What follows belongs to an exercise in optimizing a design on an open flow for small area, a short achievable clock period and few clock cycles; a production flow would make more cautious choices.
RTL that was checked went through simulation tests only; none was proved equivalent to the original.
The RTL of run 1 was laid out without a check of its function.
No activity file was given, so power comes from the tool's default toggle rates.

==> flow/design.v (outline; a module is shown in full before it is edited, if it fits) <==
// module Register_File: 52 lines
// module MUL_S1: 796 lines
// module MUL_S2: 122 lines
// module MUL: 12 lines
// module RAM_mem: 21 lines
// module Memory_System: 9 lines
// module UC_FSM: 45 lines
// module MIPS_Multi_Cycle: 249 lines
module MIPS_Multi_Cycle
(
    input clk,
    input reset,
    input   [7:0] GPIO_i,
    output  [31:0] GPIO_o_hex,
    output  [9:0] rom_addr,
    input   [31:0] rom_data
);
  // ...
==> flow/flow/run.sh <==
#!/bin/bash
set -euo pipefail
bash standard.sh SETUP_SLACK_MARGIN=10.5 finish > standard.log 2>&1
==> flow/standard.sh <==
#!/bin/bash
# synth_recipe.tcl (not shown) runs the flow's synth.tcl, then flattens the netlist and writes it again
# the make line also repeats each setting of config.mk as NAME=value (left out here)
make -C /OpenROAD-flow-scripts/flow DESIGN_CONFIG=/design/flow/config.mk WORK_HOME=/design/flow/orfs CLKGATE_MAP_FILE= SYNTH_SCRIPT=/design/flow/synth_recipe.tcl "${@:-finish}"
==> flow/config.mk <==
export PLATFORM = sky130hd
export DESIGN_NAME = MIPS_Multi_Cycle
export DESIGN_NICKNAME = MIPS_Multi_Cycle
export VERILOG_FILES = /design/flow/design.v
export SDC_FILE = /design/flow/constraint.sdc
export NUM_CORES = 8
export LEC_CHECK = 0
export ABC_CLOCK_PERIOD_IN_PS = 3000
export CAP_MARGIN = 30
export CORE_MARGIN = 2
export CORE_UTILIZATION = 60
export CTS_CLUSTER_DIAMETER = 90
export CTS_CLUSTER_SIZE = 27
export SLEW_MARGIN = 30
==> flow/constraint.sdc <==
create_clock -name core_clock -period 15.0 [get_ports {clk}]
set_input_delay 3.0000 -clock core_clock [delete_from_list [all_inputs] [get_ports {clk}]]
set_output_delay 3.0000 -clock core_clock [all_outputs]
set_load 0.01 [all_outputs]
==> out/qor.txt, run 1 <==
Run status: timing/DRC/antenna clean
Final Hold Viols: 0
Clock network power share: 0.234
Sequential-to-total area share from yosys stat: 0.6809
Hold_sp: e_sd[17]$_DFF_P_
CP Data Required Time: 15680 ps
Multiplexer share of the synthesized area: 0.01274
H-tree depth: 4
Number of flops mapped to enable cells by yosys: 3124
Fin. max-slew vios: 0
Fin crit share: 0.3303
Post-route DRC: 0
Die Footprint: 264900 µm²
Starting density of the core: 0.6030
Non-Filler Instances: 14480
Clk Latency, worst-skew pair: 980 ps
Most common cell after layout, fill and taps aside: edfxtp_1
Top pwr grp: sequential cells
Final instance area: 170100 µm²
Slew Limit Headroom: 0.1906
RSZ-0062 raised after global routing: yes
Met3 Use GR: 0.2257
Worst hold path type: reg2reg
DRT Pass-1 Iters: 22
Initial antenna violation count: 66
P_comb: 6110 µW
Setup TNS: 0 ps
Biggest regs: RAM.ram (2048), RF.rf (992), MULT.cs_q (119)
CTS resizes: 430
Hold-fix buffers, CTS: 0
WL/cell: 50.24 µm
==> module MIPS_Multi_Cycle, before the edit <==
module MIPS_Multi_Cycle
(
    input clk,
    input reset,
    input   [7:0] GPIO_i,
    output  [31:0] GPIO_o_hex,
    output  [9:0] rom_addr,
    input   [31:0] rom_data
);
reg  [9:0]  pc_f;         
reg  [9:0]  ra_q;         
reg         halted;
reg  [31:0] d_ir;
reg  [9:0]  d_pc;
reg  [9:0]  d_pt;         
reg         d_v;
reg  [9:0]  ras0, ras1;
reg  [31:0] e_a, e_b, e_sd;
reg  [9:0]  e_bt;         
reg         e_jr, e_jlate;
reg  [4:0]  e_rd;
reg         e_we, e_beq, e_lw, e_sw, e_mul, e_slt;
reg         e_sdl;
reg  [31:0] m_res, m_sd;
reg  [4:0]  m_rd;
reg         m_we, m_lw, m_sw, m_mul, m_rom, m_sdr;
reg         m_isport, m_isgpio, m_isram, m_ldram;
reg  [63:0] m_wsel;       
reg  [31:0] w_res;
reg  [4:0]  w_rd;
reg         w_we;
reg  [31:0] port_q;
reg  [31:0] port_rb;
reg         port_wr;      
reg  [7:0]  gpio_q;
assign rom_addr   = ra_q;
assign GPIO_o_hex = port_q;
wire       d_stall;       
reg        f_xs, f_xt;    
reg        f_ms, f_mt;    
reg        f_ws, f_wt;    
wire [4:0] d_rs = d_ir[25:21];
wire [4:0] d_rt = d_ir[20:16];
wire is_jr, is_halt, is_jmp, is_jal, is_beq, is_slti, is_mul, is_lw, is_sw;
wire imm_b, const_b, use_rs, use_rt, wen;
wire [4:0] wdest;
UC_FSM DEC (
    .ir(d_ir), .is_jr(is_jr), .is_halt(is_halt), .is_jmp(is_jmp), .is_jal(is_jal),
    .is_beq(is_beq), .is_slti(is_slti), .is_mul(is_mul), .is_lw(is_lw), .is_sw(is_sw),
    .imm_b(imm_b), .const_b(const_b), .use_rs(use_rs), .use_rt(use_rt),
    .wen(wen), .wdest(wdest)
);
wire [31:0] rs_v, rt_v;
Register_File RF (
    .clk(clk), .reset(reset),
    .we(w_we), .wa(w_rd), .wd(w_res),
    .hold(d_stall), .rs_n(rom_data[25:21]), .rt_n(rom_data[20:16]),
    .ra1(d_rs), .ra2(d_rt), .byp1(f_ws), .byp2(f_wt),
    .rd1(rs_v), .rd2(rt_v)
);
wire ex_wr_rs  = f_xs;
wire ex_wr_rt  = f_xt;
wire mem_wr_rs = f_ms;
wire mem_wr_rt = f_mt;
wire e_late    = e_lw | e_mul;
wire m_late    = m_lw | m_mul;     
wire stall_lu = (e_late & (((use_rs | is_jr) & ex_wr_rs) | (use_rt & ex_wr_rt))) |
                (m_late & ((use_rs & mem_wr_rs) | ((use_rt | is_sw) & mem_wr_rt)));
wire        ex_redir;      
wire [9:0]  ex_tgt;
wire        ex_rom;
wire [9:0]  ex_ra;
wire [31:0] x_res;
wire [31:0] mem_res;
assign d_stall = d_v & stall_lu;
wire d_go    = d_v & ~d_stall & ~ex_redir;
wire d_halt  = d_go & is_halt;
wire [32:0] sum;
wire        rs0  = (d_rs == 5'd0);
wire        rt0  = (d_rt == 5'd0);
wire        bz   = is_beq & (rs0 | rt0);
wire        z_x  = rt0 ? ex_wr_rs  : ex_wr_rt;      
wire        z_m  = rt0 ? mem_wr_rs : mem_wr_rt;     
wire [31:0] z_rf = rt0 ? rs_v : rt_v;
wire        z_ex = e_slt ? sum[32] :               
              &(~(e_a ^ e_b ^ {(e_a[30:0] | e_b[30:0]), 1'b0}));    
wire        z_is = (rs0 & rt0) ? 1'b1 :
                   z_x ? z_ex :
                   z_m ? (m_res == 32'b0) : (z_rf == 32'b0);
wire        d_btaken = d_go & bz & z_is;
wire [9:0]  d_bt = d_pc + 10'd1 + d_ir[9:0];
wire [4:0] rs_nx = d_stall ? d_rs : rom_data[25:21];
wire [4:0] rt_nx = d_stall ? d_rt : rom_data[20:16];
always @(posedge clk or negedge reset) begin
    if (!reset) begin
        f_xs <= 1'b0; f_xt <= 1'b0; f_ms <= 1'b0; f_mt <= 1'b0; f_ws <= 1'b0; f_wt <= 1'b0;
    end else begin
        f_xs <= d_go & wen & (wdest == rom_data[25:21]);
        f_xt <= d_go & wen & (wdest == rom_data[20:16]);
        f_ms <= e_we & (e_rd == rs_nx);
        f_mt <= e_we & (e_rd == rt_nx);
        f_ws <= m_we & (m_rd == rs_nx);
        f_wt <= m_we & (m_rd == rt_nx);
    end
end
wire [31:0] fwd_rs = ex_wr_rs ? x_res : mem_wr_rs ? mem_res : rs_v;
wire [31:0] fwd_rt = ex_wr_rt ? x_res : mem_wr_rt ? mem_res : rt_v;
wire [31:0] sext = {{16{d_ir[15]}}, d_ir[15:0]};
wire [10:0] pc_inc = {1'b0, d_pc} + 11'd1;
wire [31:0] link = {9'b0, 1'b1, 9'b0, pc_inc[10], pc_inc[9:0], 2'b00};
wire [31:0] cval = is_jal ? link :
                   d_ir[27] ? {d_ir[15:0], 16'b0} :    
                   {24'b0, gpio_q};
wire [31:0] d_b = const_b ? cval :
                  imm_b ? (is_slti ? ~sext : sext) : fwd_rt;
wire [31:0] d_a = const_b ? 32'b0 : fwd_rs;
wire       if_jmp  = (rom_data[31:27] == 5'b00001);
wire       if_jal  = if_jmp & rom_data[26];
wire       if_jr   = (rom_data[31:26] == 6'h00) & (rom_data[5:0] == 6'h08);
wire [9:0] pc_inc1 = pc_f + 10'd1;
wire [9:0] pc_seq  = if_jmp ? rom_data[9:0] : if_jr ? ras0 : pc_inc1;
wire       pc_hold = d_stall | m_rom | halted | d_halt;
wire       if_go   = ~(ex_redir | d_btaken | pc_hold);
wire [9:0] pc_next = ex_redir ? ex_tgt :
                     d_btaken ? d_bt :
                     pc_hold  ? pc_f : pc_seq;
always @(posedge clk or negedge reset) begin
    if (!reset) begin
        ras0 <= 10'd0;
        ras1 <= 10'd0;
    end else if (if_go & if_jal) begin
        ras0 <= pc_inc1;
        ras1 <= ras0;
    end else if (if_go & if_jr) begin
        ras0 <= ras1;
    end
end
always @(posedge clk or negedge reset) begin
    if (!reset) begin
        pc_f   <= 10'd0;
        ra_q   <= 10'd0;
        halted <= 1'b0;
        d_v    <= 1'b0;
    end else begin
        pc_f   <= pc_next;
        ra_q   <= ex_rom ? ex_ra : pc_next;
        if (d_halt) halted <= 1'b1;
        if (ex_redir | ~d_stall)
            d_v <= ~(ex_redir | d_btaken | d_halt | halted | m_rom);
    end
end
always @(posedge clk) begin
    if (~d_stall) begin
        d_ir <= rom_data;
        d_pc <= pc_f;
        d_pt <= ras0;
    end
end
always @(posedge clk or negedge reset) begin
    if (!reset) begin
        e_we <= 1'b0; e_beq <= 1'b0; e_lw <= 1'b0; e_sw <= 1'b0; e_mul <= 1'b0;
        e_slt <= 1'b0; e_sdl <= 1'b0; e_jr <= 1'b0; e_jlate <= 1'b0;
    end else begin
        e_we   <= d_go & wen;
        e_beq  <= d_go & is_beq & ~bz;
        e_jr   <= d_go & is_jr;
        e_jlate <= m_late & mem_wr_rs;
        e_lw   <= d_go & is_lw;
        e_sw   <= d_go & is_sw;
        e_mul  <= d_go & is_mul;
        e_slt  <= is_slti;
        e_sdl  <= ex_wr_rt & e_late;
    end
end
always @(posedge clk) begin
    e_a  <= d_a;
    e_b  <= d_b;
    e_sd <= fwd_rt;
    e_bt <= is_jr ? d_pt : d_bt;
    e_rd <= wdest;
end
assign sum = {1'b0, e_a} + {1'b0, e_b} + {32'b0, e_slt};
assign x_res = e_slt ? {31'b0, ~sum[32]} : sum[31:0];
wire [9:0] jr_t = e_jlate ? w_res[11:2] : e_a[11:2];
assign ex_redir = (e_beq & (e_a == e_b)) | (e_jr & (jr_t != e_bt));
assign ex_tgt   = e_jr ? jr_t : e_bt;
wire x_port = (sum[31:0] == 32'h003F_FFC0);
wire x_gpio = (sum[31:0] == 32'h003F_FFBC);
wire x_ram  = (sum[31:16] >= 16'h1001);
wire x_ldram = e_lw & x_ram;
assign ex_rom = e_lw & ~x_port & ~x_gpio & ~x_ram;
assign ex_ra  = sum[11:2];
wire [63:0] x_wsel = 64'b1 << sum[7:2];
wire [31:0] mul_p;
MUL MULT (.clk(clk), .a(e_a), .b(e_b), .p(mul_p));
always @(posedge clk or negedge reset) begin
    if (!reset) begin
        m_we <= 1'b0; m_lw <= 1'b0; m_sw <= 1'b0; m_mul <= 1'b0; m_rom <= 1'b0;
        m_sdr <= 1'b0;
    end else begin
        m_we  <= e_we;
        m_lw  <= e_lw;
        m_sw  <= e_sw;
        m_mul <= e_mul;
        m_rom <= ex_rom;
        m_sdr <= e_sdl;
    end
end
always @(posedge clk) begin
    m_res <= x_res;
    m_sd  <= e_sd;
    m_rd  <= e_rd;
    m_isport <= x_port;
    m_isgpio <= x_gpio;
    m_isram  <= x_ram;
    m_ldram  <= x_ldram;
    m_wsel   <= x_wsel;
    gpio_q   <= GPIO_i;
end
wire [31:0] st_d = m_sdr ? w_res : m_sd;
wire [31:0] ram_q, io_q;
RAM_mem RAM (
    .clk(clk), .we(m_sw & m_isram), .wsel(m_wsel), .din(st_d), .dout(ram_q)
);
Memory_System MS (
    .is_port(m_isport), .is_gpio(m_isgpio),
    .port_q(port_rb & {32{port_wr}}), .gpio_q(gpio_q), .io_q(io_q)
);
assign mem_res = m_res;
always @(posedge clk or negedge reset) begin
    if (!reset) begin
        port_q  <= 32'h0;
        port_wr <= 1'b0;
        w_we    <= 1'b0;
    end else begin
        if (m_sw & m_isport) begin
            port_q  <= st_d;
            port_wr <= 1'b1;
        end
        w_we <= m_we;
    end
end
always @(posedge clk) begin
    if (m_sw & m_isport) port_rb <= st_d;
    w_res <= (ram_q & {32{m_ldram}}) | (rom_data & {32{m_rom}}) |
             (m_mul ? mul_p : m_lw ? io_q : m_res);
    w_rd  <= m_rd;
end
endmodule
==> inputs of run 2 (changes only) <==
--- a/flow/design.v
+++ b/flow/design.v
@@ -1136,13 +1136,10 @@
 wire        rs0  = (d_rs == 5'd0);
 wire        rt0  = (d_rt == 5'd0);
-wire        bz   = is_beq & (rs0 | rt0);
 wire        z_x  = rt0 ? ex_wr_rs  : ex_wr_rt;      
 wire        z_m  = rt0 ? mem_wr_rs : mem_wr_rt;     
-wire [31:0] z_rf = rt0 ? rs_v : rt_v;
+wire        bz   = is_beq & (rs0 | rt0) & (z_x | z_m);
 wire        z_ex = e_slt ? sum[32] :               
               &(~(e_a ^ e_b ^ {(e_a[30:0] | e_b[30:0]), 1'b0}));    
-wire        z_is = (rs0 & rt0) ? 1'b1 :
-                   z_x ? z_ex :
-                   z_m ? (m_res == 32'b0) : (z_rf == 32'b0);
+wire        z_is = z_x ? z_ex : (m_res == 32'b0);
 wire        d_btaken = d_go & bz & z_is;
 wire [9:0]  d_bt = d_pc + 10'd1 + d_ir[9:0];
@@ -1277,4 +1274,5 @@
 wire [31:0] st_d = m_sdr ? w_res : m_sd;
 wire [31:0] ram_q, io_q;
+wire [31:0] port_rd = port_rb & {32{port_wr}};    
 RAM_mem RAM (
     .clk(clk), .we(m_sw & m_isram), .wsel(m_wsel), .din(st_d), .dout(ram_q)
@@ -1282,5 +1280,5 @@
 Memory_System MS (
     .is_port(m_isport), .is_gpio(m_isgpio),
-    .port_q(port_rb & {32{port_wr}}), .gpio_q(gpio_q), .io_q(io_q)
+    .port_q(port_rd), .gpio_q(gpio_q), .io_q(io_q)
 );
 assign mem_res = m_res;
@@ -1291,8 +1289,6 @@
         w_we    <= 1'b0;
     end else begin
-        if (m_sw & m_isport) begin
-            port_q  <= st_d;
-            port_wr <= 1'b1;
-        end
+        port_q <= (m_sw & m_isport) ? st_d : port_rd;
+        if (m_sw & m_isport) port_wr <= 1'b1;
         w_we <= m_we;
     end
==> out/qor.txt, run 2 <==
DRT Wirelength: 711400 µm
Worst hold path type: reg2reg
Fin crit share: 0.3164 (-0.01391)
RD Place Congestion: 1.029
Hold_sp: e_sd[9]$_DFF_P_
Commonest cells in the netlist: edfxtp_1, a221oi_1, a22o_1
Core Box Area: 258800 µm²
Setup TNS: 0 ps (unchanged)
Synth top area share: 0.6025
CP max stage delay: 880 ps
Fin nets: 11270
Max cap viols: 0
Die W: 513.4 µm
Run status: timing/DRC/antenna clean
WHS: 338.7 ps
Commonest non-fill, non-tap cells in the layout: edfxtp_1, a221oi_1, a22o_1, nor2_1, a21oi_1
H-tree depth: 4 (unchanged)
Cell with the most instances after synthesis: edfxtp_1
Synth Area in Compound Gates: 0.1725
Clock tree root driver cell: clkbuf_16
Post-route DRC: 0 (unchanged)
Port Buf Inserts: 83
Post-Synth Adder-Cell Area: 0.03552
Setup violators final: 0
I/O pins: 84
Hold path cells: 0
Crit path max-delay family: compound AO/OA/AOI/OAI gates
Worst-margin pin slew: 1295 ps
CP cell instances: buf_4 > inv_1 > buf_4 > o32ai_1 > buf_4 > nor2_1 > a21oi_1 > o21ai_0 > a21oi_1 > o21ai_0
DRT Pass-1 Iters: 10 (-55%)
CP max FO: 30
Largest family of logic cells by synthesized area: compound AO/OA/AOI/OAI gates
Area leader, netlist: edfxtp_1
Via count of the routed design: 119800
R2r setup slk: 10250 ps
Kind of critical path: reg2reg
P&R area growth vs syn: 7.947%
Starting density of the core: 0.6017 (-0.001314)
Slew Limit Headroom: 0.1364 (-0.05426)
Number of flops mapped to enable cells by yosys: 3124 (unchanged)
Arr. time, crit path: 5450 ps
Post-Synth XOR/XNOR Area: 0.01564
Synthesized net count: 11370
Most common cell after layout, fill and taps aside: edfxtp_1
Lkg Pwr: 0.05616 µW
Leading register cell type out of synthesis: edfxtp_1
# clock sinks: 3728
Register with the highest flop count: RAM.ram
Proportion of layout cells with a drive suffix above 1: 0.1113
Slowest CP cell: buf_4
Dpl cells: 14080
CTS Buf Count: 171
DIE HEIGHT: 513.4 µm
Non-Filler Instances: 14430 (-0.32%)
Sequential-to-total area share from yosys stat: 0.6842 (+0.003337)
Avg Cell Area, Syn: 14.16 µm²
Top post-synthesis cells by area: edfxtp_1, dfxtp_1, a221oi_1, a22o_1, a22oi_1
CP Launch Point: f_wt$_DFF_PN0_
Global-route wire length before repair: 939600 µm
Crit path buf inv count: 4
Pwr per Cell Area: 141.1 nW/µm²
CP Data Required Time: 15700 ps (+20 ps)
Row cnt: 187
Total track usage: 0.5283
Fin. max-slew vios: 0 (unchanged)
1st-iter DRT viols: 27280
CTS tree: done
Largest net degree at the start of global routing: 79
Nature of the critical path endpoint: register
Clk Latency, worst-skew pair: 970 ps (about the same)
Biggest regs: RAM.ram (2048), RF.rf (992), MULT.cs_q (119)
Hold Path End: m_sd[9]$_DFF_P_
Synth Area in Simple Gates: 0.05836
Synthesis-stage register bit count: 3728
Post-synth ARST share: 0.03433
Worst reg2reg path startpoint: f_wt$_DFF_PN0_
HPWL after DPL: 409600 µm
Cells on worst reg2reg path: 10
Multiplexer share of the synthesized area: 0.007569 (-0.005169)
ANT nets after route: 0
Drt via density: 8.303
Clock skew: 112.3 ps
Cells after synthesis: 11000
Mapped cell area: 155700 µm²
Final Hold Viols: 0 (unchanged)
GRT overflow: 0
RSZ-0062 raised after global routing: yes
Worst vdd ir: 0.1542 mV
CP Depth: 10
Vias in the first global route: 109400
Worst-path clk slew: 120 ps
Initial antenna violation count: 83 (+26%)
Max clock buf depth: 4
WL/cell: 49.30 µm (-1.9%)
Crit-path most repeated cell: buf_4
Reg-to-reg critical path endpoint: e_b[12]$_DFF_P_
Critical Path Start Type: register
Max reg flops: 2048
Synth cell types: 97
Hold-fix buffers, CTS: 0 (unchanged)
Achievable Freq: 210.7 MHz
Yosys warnings: 6
Die Footprint: 263600 µm² (-0.49%)
Post-layout min period: 4746 ps
[run 2: changes by cell type after synthesis, sizes merged, moves of 22 or more]
cell	previous run	this run
a21oi	437	564
nor2	565	667
a22oi	454	523
o32a	64	0
o32ai	0	64
nand2	330	385
mux2i	84	32
a211oi	189	146
nor4	81	43
mux2	100	69
a222oi	28	0
nand4	314	289
a221oi	877	853
a22o	811	789
[run 2: per-stage QoR]
stage / utilization / cell area (µm²) / power (µW) / setup WS [ps]
global placement: 0.6242 / 161500 / 17720 / 9271
finish: 0.6495 / 168100 / 23720 / 10250
detailed placement: 0.6252 / 161800 / 17830 / 9335
floorplan: - / 155800 / 15050 / 10470
global route: 0.6491 / 168000 / 24040 / 10410
CTS: 0.6469 / 167400 / 23200 / 10380
[run 2: where the power goes]
| part | internal [µW] | leakage [µW] | switching (µW) |
|---|---|---|---|
| Clock | 2270 | 0.00244 | 3350 |
| Combinational | 1720 | 0.0192 | 4150 |
| Sequential | 11800 | 0.0345 | 392 |
[run 2: repair_timing]
| item | in CTS | in global routing |
|---|---|---|
| gates resized for setup | 276 | 65 |
| pin swaps | 7 | 6 |
| setup endpoints to repair | 102 | 71 |
| buffers inserted | 30 | 11 |
| gates cloned | 4 | 3 |
[run 2: layout make-up]
| cell class | instances | area [µm²] |
|---|---|---|
| inverters | 231 | 935.9 |
| repair buffers | 564 | 4682 |
| clock inverters | 32 | 435.4 |
| well taps | 3402 | 4257 |
| clock buffers | 217 | 4589 |
| diodes | 54 | 135.1 |
| flip-flops and latches | 3728 | 106800 |
| fillers | 18800 | 90690 |
| multi-input cells | 6201 | 46220 |
[run 2: worst max path at each step]
stage | endpoint | slack (ps)
detailed placement | ras1[6]$_DFFE_PN0P_ | 9330
CTS | GPIO_o_hex[20] | 10380
finish | e_b[12]$_DFF_P_ | 10250
global route | GPIO_o_hex[20] | 10410
floorplan | ras1[2]$_DFFE_PN0P_ | 10470
global placement | ra_q[0]$_DFF_PN0_ | 9270
[run 2: routing by layer]
metal	track usage	vias up	wire length [µm]
met5	0.003836	-	531
met3	0.2060	4125	124000
met2	0.7342	13760	286100
met1	0.6514	58050	219400
met4	0.4383	56	81400
li1	-	43810	-
[run 2: worst register-to-register path: stages (launching register included)]
cell and delay [ps]:
dfrtp_1 380, buf_4 320, inv_1 350, buf_4 890, o32ai_1 310, buf_4 270
nor2_1 380, a21oi_1 80, o21ai_0 620, a21oi_1 290, o21ai_0 640
[run 2: cell families (layout without fill, tap and decap cells)]
family	after synthesis	count (layout)
DFF	3728	3728
AOI/OAI and AO/OA	3590	3590
buffers and inverters	1073	1044
xor gates and xnor gates	278	278
and+or+nand+nor	1903	1905
other	0	54
adders and majority gates	327	327
muxes	101	101
Testbench counts of run 2, summed over its fixed seeds: cycles 499,189.
==> module Register_File, before the edit <==
module Register_File (
    input             clk,
    input             reset,
    input             we,           
    input      [4:0]  wa,
    input      [31:0] wd,
    input             hold,         
    input      [4:0]  rs_n,
    input      [4:0]  rt_n,
    input      [4:0]  ra1,          
    input      [4:0]  ra2,
    input             byp1,         
    input             byp2,
    output     [31:0] rd1,
    output     [31:0] rd2
);
reg [31:0] rf [1:31];
reg [31:1] rv;
integer i;
always @(posedge clk) begin
    for (i = 1; i < 32; i = i + 1)
        if (we && wa == i) rf[i] <= wd;
end
wire [31:1] rv_n = rv | ({31{we}} & (31'b1 << (wa - 5'd1)));
always @(posedge clk or negedge reset) begin
    if (!reset) rv <= 31'b0;
    else rv <= rv_n;
end
reg  [31:1] s1, s2;
reg         sp1, sp2;
wire [4:0]  a1_n  = hold ? ra1 : rs_n;
wire [4:0]  a2_n  = hold ? ra2 : rt_n;
wire [31:1] h1_n  = 31'b1 << (a1_n - 5'd1);
wire [31:1] h2_n  = 31'b1 << (a2_n - 5'd1);
always @(posedge clk) begin
    s1  <= (a1_n == 5'd0) ? 31'b0 : h1_n & rv_n;
    s2  <= (a2_n == 5'd0) ? 31'b0 : h2_n & rv_n;
    sp1 <= (a1_n == 5'd29) & ~rv_n[29];
    sp2 <= (a2_n == 5'd29) & ~rv_n[29];
end
reg [31:0] q1, q2;
always @(*) begin
    q1 = sp1 ? 32'h1001_00FC : 32'h0;
    q2 = sp2 ? 32'h1001_00FC : 32'h0;
    for (i = 1; i < 32; i = i + 1) begin
        q1 = q1 | (rf[i] & {32{s1[i]}});
        q2 = q2 | (rf[i] & {32{s2[i]}});
    end
end
assign rd1 = byp1 ? wd : q1;
assign rd2 = byp2 ? wd : q2;
endmodule
==> inputs of run 3 (changes only) <==
--- a/flow/design.v
+++ b/flow/design.v
@@ -10,6 +10,6 @@
     input      [4:0]  ra1,          
     input      [4:0]  ra2,
-    input             byp1,         
-    input             byp2,
+    input             oth1_n,       
+    input             oth2_n,
     output     [31:0] rd1,
     output     [31:0] rd2
@@ -34,8 +34,8 @@
 wire [31:1] h2_n  = 31'b1 << (a2_n - 5'd1);
 always @(posedge clk) begin
-    s1  <= (a1_n == 5'd0) ? 31'b0 : h1_n & rv_n;
-    s2  <= (a2_n == 5'd0) ? 31'b0 : h2_n & rv_n;
-    sp1 <= (a1_n == 5'd29) & ~rv_n[29];
-    sp2 <= (a2_n == 5'd29) & ~rv_n[29];
+    s1  <= (a1_n == 5'd0 || oth1_n) ? 31'b0 : h1_n & rv_n;
+    s2  <= (a2_n == 5'd0 || oth2_n) ? 31'b0 : h2_n & rv_n;
+    sp1 <= (a1_n == 5'd29) & ~rv_n[29] & ~oth1_n;
+    sp2 <= (a2_n == 5'd29) & ~rv_n[29] & ~oth2_n;
 end
 reg [31:0] q1, q2;
@@ -48,6 +48,6 @@
     end
 end
-assign rd1 = byp1 ? wd : q1;
-assign rd2 = byp2 ? wd : q2;
+assign rd1 = q1;
+assign rd2 = q2;
 endmodule
 module MUL_S1 (
@@ -1109,9 +1109,10 @@
 );
 wire [31:0] rs_v, rt_v;
+wire       ms_n, mt_n, ws_n, wt_n;    
 Register_File RF (
     .clk(clk), .reset(reset),
     .we(w_we), .wa(w_rd), .wd(w_res),
     .hold(d_stall), .rs_n(rom_data[25:21]), .rt_n(rom_data[20:16]),
-    .ra1(d_rs), .ra2(d_rt), .byp1(f_ws), .byp2(f_wt),
+    .ra1(d_rs), .ra2(d_rt), .oth1_n(ms_n | ws_n), .oth2_n(mt_n | wt_n),
     .rd1(rs_v), .rd2(rt_v)
 );
@@ -1146,4 +1147,8 @@
 wire [4:0] rs_nx = d_stall ? d_rs : rom_data[25:21];
 wire [4:0] rt_nx = d_stall ? d_rt : rom_data[20:16];
+assign ms_n = e_we & (e_rd == rs_nx);
+assign mt_n = e_we & (e_rd == rt_nx);
+assign ws_n = m_we & (m_rd == rs_nx);
+assign wt_n = m_we & (m_rd == rt_nx);
 always @(posedge clk or negedge reset) begin
     if (!reset) begin
@@ -1152,12 +1157,14 @@
         f_xs <= d_go & wen & (wdest == rom_data[25:21]);
         f_xt <= d_go & wen & (wdest == rom_data[20:16]);
-        f_ms <= e_we & (e_rd == rs_nx);
-        f_mt <= e_we & (e_rd == rt_nx);
-        f_ws <= m_we & (m_rd == rs_nx);
-        f_wt <= m_we & (m_rd == rt_nx);
+        f_ms <= ms_n;
+        f_mt <= mt_n;
+        f_ws <= ws_n & ~ms_n;
+        f_wt <= wt_n & ~mt_n;
     end
 end
-wire [31:0] fwd_rs = ex_wr_rs ? x_res : mem_wr_rs ? mem_res : rs_v;
-wire [31:0] fwd_rt = ex_wr_rt ? x_res : mem_wr_rt ? mem_res : rt_v;
+wire [31:0] rs_q = rs_v | (mem_res & {32{f_ms}}) | (w_res & {32{f_ws}});
+wire [31:0] rt_q = rt_v | (mem_res & {32{f_mt}}) | (w_res & {32{f_wt}});
+wire [31:0] fwd_rs = ex_wr_rs ? x_res : rs_q;
+wire [31:0] fwd_rt = ex_wr_rt ? x_res : rt_q;
 wire [31:0] sext = {{16{d_ir[15]}}, d_ir[15:0]};
 wire [10:0] pc_inc = {1'b0, d_pc} + 11'd1;
==> out/qor.txt, run 3 <==
Fin crit share: 0.3073 (-0.009147)
WL/cell: 50.42 µm (+2.3%)
Vias in the first global route: 110200 (+0.76%)
Clock tree root driver cell: clkbuf_16
Cell with the most instances after synthesis: edfxtp_1
Number of flops mapped to enable cells by yosys: 3124 (unchanged)
GRT overflow: 0 (unchanged)
Post-route DRC: 0 (unchanged)
Hold_sp: e_sd[7]$_DFF_P_
Fin nets: 11230 (-0.29%)
Global-route wire length before repair: 955600 µm (+1.7%)
RD Place Congestion: 1.063 (+3.3%)
Sequential-to-total area share from yosys stat: 0.6820 (-0.002236)
Total track usage: 0.5379 (+0.009660)
P&R area growth vs syn: 8.185%
Multiplexer share of the synthesized area: 0.007665 (+0.00009540)
DRT Wirelength: 726900 µm (+2.2%)
Final Hold Viols: 0 (unchanged)
ANT nets after route: 0 (unchanged)
Commonest non-fill, non-tap cells in the layout: edfxtp_1, a221oi_1, a22o_1, nor2_1, a22oi_1
Die W: 514.3 µm (+0.16%)
CP cell instances: buf_4 > ha_1 > a21o_2 > nor3_1 > nor4_2 > o311ai_4 > a21oi_2 > o211ai_1 > xnor2_1 > nand2_2 > a32oi_4 > a221o_1
Met2 WL post-DR: 290500 µm (+1.6%)
Synth Area in Simple Gates: 0.05948 (+0.001123)
CP max FO: 52 (+73%)
Synthesized net count: 11340 (-0.29%)
Cells after synthesis: 10970 (-0.30%)
Pwr per Cell Area: 142.4 nW/µm² (+0.90%)
Yosys warnings: 6 (unchanged)
Top post-synthesis cells by area: edfxtp_1, dfxtp_1, a221oi_1, a22o_1, fa_1
RSZ-0062 raised after global routing: yes
Most common cell after layout, fill and taps aside: edfxtp_1
Synth Area in Compound Gates: 0.1740 (+0.001535)
Core Box Area: 259200 µm² (+0.18%)
DIE HEIGHT: 514.3 µm (+0.16%)
Comb pwr share: 0.251 (+0.004)
Fin. max-slew vios: 0 (unchanged)
Hold path cells: 0 (unchanged)
Mapped cell area: 156200 µm² (+0.33%)
Row cnt: 187 (unchanged)
Synthesis-stage register bit count: 3728 (unchanged)
CTS Buf Count: 177 (+3.5%)
Clock skew: 79.22 ps (-33.06 ps)
Worst reg2reg path startpoint: e_b[10]$_DFF_P_
1st-iter DRT viols: 28100 (+3.0%)
Proportion of layout cells with a drive suffix above 1: 0.1175 (+0.006207)
Seq. cell area: 106900 µm² (about the same)
Slew Limit Headroom: 0.1386 (+0.002234)
Psw: 8129 µW (+2.9%)
Die Footprint: 264500 µm² (+0.33%)
Lkg Pwr: 0.05642 µW (+0.45%)
Worst vdd ir: 0.1371 mV (-11%)
DRT Pass-1 Iters: 14 (+4)
Largest net degree at the start of global routing: 75 (-5.1%)
Crit path buf inv count: 1 (-3)
Reg-to-reg critical path endpoint: e_b[28]$_DFF_P_
Commonest cells in the netlist: edfxtp_1, a221oi_1, a22o_1
CP Data Required Time: 15820 ps (+120 ps)
Via count of the routed design: 121900 (+1.8%)
Met1 wire length: 224500 µm (+2.3%)
Initial antenna violation count: 60 (-28%)
H-tree depth: 4 (unchanged)
Achievable Freq: 217.0 MHz (+3.0%)
Max reg flops: 2048 (unchanged)
Max clock buf depth: 4 (unchanged)
Biggest regs: RAM.ram (2048), RF.rf (992), MULT.cs_q (119)
Post-Synth Adder-Cell Area: 0.03540 (-0.0001161)
Setup violators final: 0 (unchanged)
Clk Latency, worst-skew pair: 960 ps (about the same)
Post-Synth XOR/XNOR Area: 0.01452 (-0.001116)
Max cap viols: 0 (unchanged)
Internal: 15940 µW (+0.72%)
Slowest CP cell: xnor2_1
Synth top area share: 0.6005 (-0.001969)
Nature of the critical path endpoint: register
Crit path max-delay family: compound AO/OA/AOI/OAI gates
CP max stage delay: 580 ps (-300 ps)
Kind of critical path: reg2reg
Post-synth ARST share: 0.03433 (unchanged)
Final instance area: 169000 µm² (+0.55%)
Area leader, netlist: edfxtp_1
Met3 wire length: 128100 µm (+3.3%)
Arr. time, crit path: 5430 ps (-20 ps)
Hold-fix buffers, CTS: 0 (unchanged)
Worst hold path type: reg2reg
HPWL after DPL: 430400 µm (+5.1%)
Cells on worst reg2reg path: 12 (+2)
Switching part of the total: 0.3377 (+0.004845)
Clock network power share: 0.237 (about the same)
Highest metal used: met5
Port Buf Inserts: 83 (unchanged)
Run status: timing/DRC/antenna clean
Seq pwr share: 0.513 (-0.003)
Register with the highest flop count: RAM.ram
Largest family of logic cells by synthesized area: compound AO/OA/AOI/OAI gates
Hold Path End: m_sd[7]$_DFF_P_
Setup TNS: 0 ps (unchanged)
Starting density of the core: 0.6026 (+0.0008830)
Leading register cell type out of synthesis: edfxtp_1
Area of the multi-input gates: 46790 µm² (+1.2%)
# clock sinks: 3728 (unchanged)
I/O pins: 84 (unchanged)
Drt via density: 8.458 (+1.9%)
Avg Cell Area, Syn: 14.24 µm² (+0.63%)
Fillcell total: 18660 (-0.77%)
Post-layout min period: 4609 ps (-137.2 ps)
R2r setup slk: 10390 ps (+140 ps)
Worst-path clk slew: 100 ps (-20 ps)
CTS tree: done
Synth cell types: 108 (+11%)
Placed inst area: 162300 µm² (+0.33%)
Critical Path Start Type: register
Worst-margin pin slew: 1282 ps (-13.22 ps)
run 3: cell types whose count changed in the layout (fill, tap and decap cells not counted), moves of 20 or more:
cell      previous run  this run
o32ai_2             21         0
nand2_1            381       361
a221oi_1           852       929
a22o_1             789       832
dfxtp_2            120        95
diode_2             54        77
inv_1              206       233
o32ai_1             38         0
o21ai_0            338       306
xnor2_1            187       154
dfxtp_4             33        62
nor4_1              36        91
nor2_1             644       513
a21oi_1            556       507
run 3: through the flow:
step	total power, µW	util	worst slack [ps]	hold slack, ps	std cells
global route	24360	0.6514	10370	341.2	14360
detailed placement	18020	0.6262	8782	314.7	14030
floorplan	15140	-	10450	309.6	10970
finish	24070	0.6519	10390	331.6	14420
global placement	17980	0.6247	8818	312.1	14030
CTS	23500	0.6482	10400	336.0	14310
run 3: cell families (layout without fill, tap and decap cells):
logic type / count (synthesis) / after routing
flip-flops: 3728 / 3728
AO/OA/AOI/OAI: 3584 / 3586
AND/OR/NAND/NOR: 1866 / 1867
buffers and inverters: 1098 / 1066
adder cells (fa/ha/maj): 327 / 327
XOR/XNOR: 259 / 259
multiplexers: 105 / 105
other: 0 / 77
run 3: how the worst max path moves through the flow:
stage | start | end | slack, ps | depth (start not counted)
2_1_floorplan | rom_data[31] | ra_q[6]$_DFF_PN0_ | 10450 | 8
3_3_place_gp | e_a[1]$_SDFF_PN0_ | ra_q[3]$_DFF_PN0_ | 8820 | 13
3_5_place_dp | e_a[1]$_SDFF_PN0_ | ra_q[5]$_DFF_PN0_ | 8780 | 13
4_1_cts | ra_q[8]$_DFF_PN0_ | rom_addr[8] | 10400 | 1
5_1_grt | ra_q[8]$_DFF_PN0_ | rom_addr[8] | 10370 | 1
6_report | e_b[10]$_DFF_P_ | e_b[28]$_DFF_P_ | 10390 | 12
run 3: power groups by stage:
| stage | sequential (µW) | clock (µW) | combinational (µW) |
|---|---|---|---|
| after global placement | 12500 | 0 | 5450 |
| final | 12300 | 5700 | 6030 |
| after global routing | 12300 | 5890 | 6130 |
| after detailed placement | 12500 | 0 | 5490 |
| after CTS | 12300 | 5580 | 5620 |
| after floorplan | 12300 | 0 | 2800 |
run 3: routing by layer:
metal,up-vias,track usage
met5,-,0.01023
met4,39,0.4455
met3,4251,0.2248
met2,14350,0.7388
met1,59330,0.6602
li1,43970,-
run 3: layout make-up:
type,count,share of cell area
clock inverters,30,0.002798
diodes,77,0.001140
multi-input cells,6144,0.2769
inverters,262,0.006352
repair buffers,551,0.02715
clock buffers,223,0.02791
well taps,3402,0.02519
flip-flops and latches,3728,0.6326
run 3: timing repair:
action                     CTS  global route
pin swaps                    5            10
setup buffers               23            25
gates cloned                 1             3
resized for setup          296            88
setup endpoints to repair  185           130
Testbench counts of run 3, summed over its fixed seeds: cycles 499,189.
==> inputs of run 4 (changes only) <==
--- a/flow/design.v
+++ b/flow/design.v
@@ -1281,5 +1281,4 @@
 wire [31:0] st_d = m_sdr ? w_res : m_sd;
 wire [31:0] ram_q, io_q;
-wire [31:0] port_rd = port_rb & {32{port_wr}};    
 RAM_mem RAM (
     .clk(clk), .we(m_sw & m_isram), .wsel(m_wsel), .din(st_d), .dout(ram_q)
@@ -1287,5 +1286,5 @@
 Memory_System MS (
     .is_port(m_isport), .is_gpio(m_isgpio),
-    .port_q(port_rd), .gpio_q(gpio_q), .io_q(io_q)
+    .port_q(port_rb & {32{port_wr}}), .gpio_q(gpio_q), .io_q(io_q)
 );
 assign mem_res = m_res;
@@ -1296,6 +1295,8 @@
         w_we    <= 1'b0;
     end else begin
-        port_q <= (m_sw & m_isport) ? st_d : port_rd;
-        if (m_sw & m_isport) port_wr <= 1'b1;
+        if (m_sw & m_isport) begin
+            port_q  <= st_d;
+            port_wr <= 1'b1;
+        end
         w_we <= m_we;
     end
==> out/qor.txt, run 4 <==
Run status: timing/DRC/antenna clean
CP max FO: 2 (-96%)
Yosys warnings: 6 (unchanged)
Comb pwr share: 0.256 (+0.005)
P&R area growth vs syn: 8.844%
Cells on worst reg2reg path: 15 (+3)
Cell with the most instances after synthesis: edfxtp_1
Area leader, netlist: edfxtp_1
Max cap viols: 0 (unchanged)
Starting density of the core: 0.6015 (-0.001064)
ANT nets after route: 0 (unchanged)
Critical Path Start Type: register
Worst-margin pin slew: 1221 ps (-60.76 ps)
Max clock buf depth: 4 (unchanged)
Synth top area share: 0.6021 (+0.001606)
CP Data Required Time: 12000 ps (-3820 ps)
Total track usage: 0.5412 (+0.003329)
Lkg Pwr: 0.05694 µW (+0.92%)
DRT Pass-1 Iters: 12 (-2)
Core Box Area: 259000 µm² (about the same)
Top post-synthesis cells by area: edfxtp_1, dfxtp_1, a221oi_1, a22o_1, a22oi_1
Post-route DRC: 0 (unchanged)
Proportion of layout cells with a drive suffix above 1: 0.1280 (+0.01055)
Drt via density: 8.413 (-0.53%)
Nature of the critical path endpoint: output pin
Max reg flops: 2048 (unchanged)
CP max stage delay: 530 ps (-50 ps)
Commonest cells in the netlist: edfxtp_1, a221oi_1, a22o_1
Worst vdd ir: 0.1536 mV (+12%)
Slew Limit Headroom: 0.1857 (+0.04708)
Pre-CTS setup slack: 8784 ps (+2.130 ps)
Synthesized net count: 11240 (-0.82%)
I/O pins: 84 (unchanged)
Row cnt: 187 (unchanged)
Hold Path End: m_sd[20]$_DFF_P_
HPWL after DPL: 433100 µm (+0.64%)
1st-iter DRT viols: 28440 (+1.2%)
Fin nets: 11250 (+0.19%)
Most common cell after layout, fill and taps aside: edfxtp_1
Hold-fix buffers, CTS: 0 (unchanged)
Worst hold path type: reg2reg
Number of flops mapped to enable cells by yosys: 3124 (unchanged)
Avg Cell Area, Syn: 14.33 µm² (+0.59%)
Reg-to-reg critical path endpoint: ra_q[8]$_DFF_PN0_
DRT Wirelength: 729200 µm (+0.31%)
Clk Latency, worst-skew pair: 950 ps (about the same)
Slowest CP cell: dfrtp_2
Crit path buf inv count: 1 (unchanged)
Biggest regs: RAM.ram (2048), RF.rf (992), MULT.cs_q (119)
Synth cell types: 95 (-12%)
H-tree depth: 4 (unchanged)
Register with the highest flop count: RAM.ram
Global-route wire length before repair: 957200 µm (+0.17%)
Fin crit share: 0.3091 (+0.001813)
Clock network power share: 0.234 (-0.003)
Cells after synthesis: 10870 (-0.85%)
CTS Buf Count: 174 (-1.7%)
Setup TNS: 0 ps (unchanged)
Achievable Freq: 215.7 MHz (-0.59%)
Die Footprint: 263800 µm² (-0.26%)
Worst-path clk slew: 110 ps (about the same)
Final Hold Viols: 0 (unchanged)
Clock skew: 83.54 ps (+4.315 ps)
CP cell instances: buf_6
Die W: 513.6 µm (-0.13%)
Sequential-to-total area share from yosys stat: 0.6838 (+0.001824)
Fin worst setup slack: 10360 ps (-27.20 ps)
Seq pwr share: 0.511 (-0.002)
Largest net degree at the start of global routing: 80 (+6.7%)
R2r setup slk: 10490 ps (+100 ps)
Switching part of the total: 0.3368 (-0.0008837)
Synthesis-stage register bit count: 3728 (unchanged)
GRT overflow: 0 (unchanged)
Arr. time, crit path: 1640 ps (-3790 ps)
Clock tree root driver cell: clkbuf_16
Fin. max-slew vios: 0 (unchanged)
Commonest non-fill, non-tap cells in the layout: edfxtp_1, a221oi_1, a22o_1, buf_4, a22oi_1
Leading register cell type out of synthesis: edfxtp_1
Worst reg2reg path startpoint: e_a[8]$_SDFF_PN0_
Psw: 8073 µW (-0.69%)
Port Buf Inserts: 83 (unchanged)
Internal: 15890 µW (-0.29%)
# clock sinks: 3728 (unchanged)
Via count of the routed design: 121500 (-0.37%)
Post-layout min period: 4636 ps (+27.20 ps)
Hold path cells: 0 (unchanged)
Fillcell total: 18420 (-1.3%)
Mapped cell area: 155800 µm² (-0.27%)
Hold_sp: e_sd[20]$_DFF_P_
RD Place Congestion: 1.042 (-2.0%)
Crit path max-delay family: flip-flops
DIE HEIGHT: 513.6 µm (-0.13%)
Post-synth ARST share: 0.03433 (unchanged)
Pwr per Cell Area: 141.3 nW/µm² (-0.76%)
WL/cell: 50.49 µm (+0.14%)
Kind of critical path: reg2out
RSZ-0062 raised after global routing: yes
CTS tree: done
Setup violators final: 0 (unchanged)
Initial antenna violation count: 63 (+5.0%)
Vias in the first global route: 108800 (-1.3%)
## run 4: changes by cell type in the layout (fill, tap and decap cells not counted), sizes merged, moves of 23 or more
cell and delta:
a21oi -50, a221oi -24, a222oi +23, buf +110
mux2 +29, nand2 -27, nor2 -46
## run 4: kinds of logic after synthesis
group | synth area share
fa+ha+maj | 0.03549
flops | 0.6838
buf+inv | 0.02674
simple gates | 0.05801
mux | 0.009725
xor+xnor | 0.01428
compound gates | 0.1719
## run 4: how the worst max path moves through the flow
stage,cells after the start,end,startpoint,slack [ps]
finish,1,GPIO_o_hex[16],port_q[16]$_DFFE_PN0P_,10360
global route,1,rom_addr[1],ra_q[1]$_DFF_PN0_,10360
CTS,1,GPIO_o_hex[16],port_q[16]$_DFFE_PN0P_,10370
detailed placement,9,ra_q[9]$_DFF_PN0_,rom_data[30],8780
global placement,9,ra_q[9]$_DFF_PN0_,rom_data[30],8840
floorplan,8,ra_q[7]$_DFF_PN0_,rom_data[31],10410
## run 4: final cells by class
type	instances	area (µm²)	share of cell area
Sequential cell	3728	106900	0.6305
Multi-Input combinational cell	6057	46440	0.2739
Timing Repair Buffer	668	5723	0.03375
Clock buffer	229	4644	0.02739
Tap cell	3402	4257	0.02510
Inverter	256	1049	0.006183
Clock inverter	28	371.6	0.002191
Antenna cell	73	182.7	0.001077
## run 4: routing by layer
metal	track usage	up-vias	wire (µm)
met5	0.007306	-	363
met4	0.4395	36	80080
met3	0.2438	4116	132100
met2	0.7427	14420	292500
met1	0.6570	58960	224100
li1	-	43960	-
## run 4: stage by stage
step / instances / utilization / power (µW) / cell area (µm²) / hold WS [ps]
finish: 14440 / 0.6547 / 23970 / 169600 / 336.7
global route: 14380 / 0.6542 / 24270 / 169400 / 340.4
CTS: 14320 / 0.6507 / 23390 / 168500 / 335.7
detailed placement: 14020 / 0.6275 / 18000 / 162500 / 312.1
global placement: 14010 / 0.6263 / 17940 / 162200 / 311.4
floorplan: 10870 / - / 15080 / 155900 / 309.6
## run 4: what timing repair did
| item | 4_1_cts | 5_1_grt |
|---|---|---|
| gates resized for setup | 346 | 92 |
| cloned | 7 | 3 |
| pin swaps | 8 | 17 |
| setup buffers | 38 | 38 |
| endpoints found under the setup margin | 170 | 135 |
## run 4: power by group through the flow
stage | combinational [µW] | sequential [µW] | clock (µW)
final | 6120 | 12200 | 5600
after global routing | 6220 | 12300 | 5800
after CTS | 5690 | 12200 | 5490
after detailed placement | 5540 | 12500 | 0
after global placement | 5490 | 12400 | 0
after floorplan | 2710 | 12400 | 0
Testbench counts of run 4, summed over its fixed seeds: cycles 499,189.

## afterwards: timing with drivers on the ports
In the flow no input, the clock included, has a driving cell. The finished layouts below were timed again as built, in two steps.
Step 1 assumes that a clkbuf_16 drives the clock port and a buf_2 every other input.
Step 2, shift: input delay + t, output delay - t, t = (earliest + latest rising clock arrival at the registers) / 2. This alone moves slack from input paths to output paths.
Three values: ideal, step 1, step 2; two values: the first two.
| run | shift t [ns] | slack for setup (ns) | hold slack, ns | clock arrival spread, ns | worst data-port slew with drivers (ns) |
|---|---|---|---|---|---|
| run 1 | 1.039 | 10.045 / 10.045 / 9.555 | 0.328 / 0.328 / 0.328 | 0.114 / 0.114 | 0.26 |
| run 2 | 1.042 | 10.254 / 10.254 / 9.512 | 0.339 / 0.339 / 0.339 | 0.121 / 0.121 | 0.25 |
| run 3 | 1.052 | 10.391 / 10.277 / 9.434 | 0.332 / 0.332 / 0.332 | 0.112 / 0.112 | 0.27 |
| run 4 | 1.012 | 10.364 / 10.254 / 9.356 | 0.337 / 0.337 / 0.337 | 0.112 / 0.111 | 0.25 |
After both steps setup and hold are still met in every run listed. The setup slack of run 4, which loses most, moves by -0.110 ns with the drivers and by -1.008 ns with both steps.
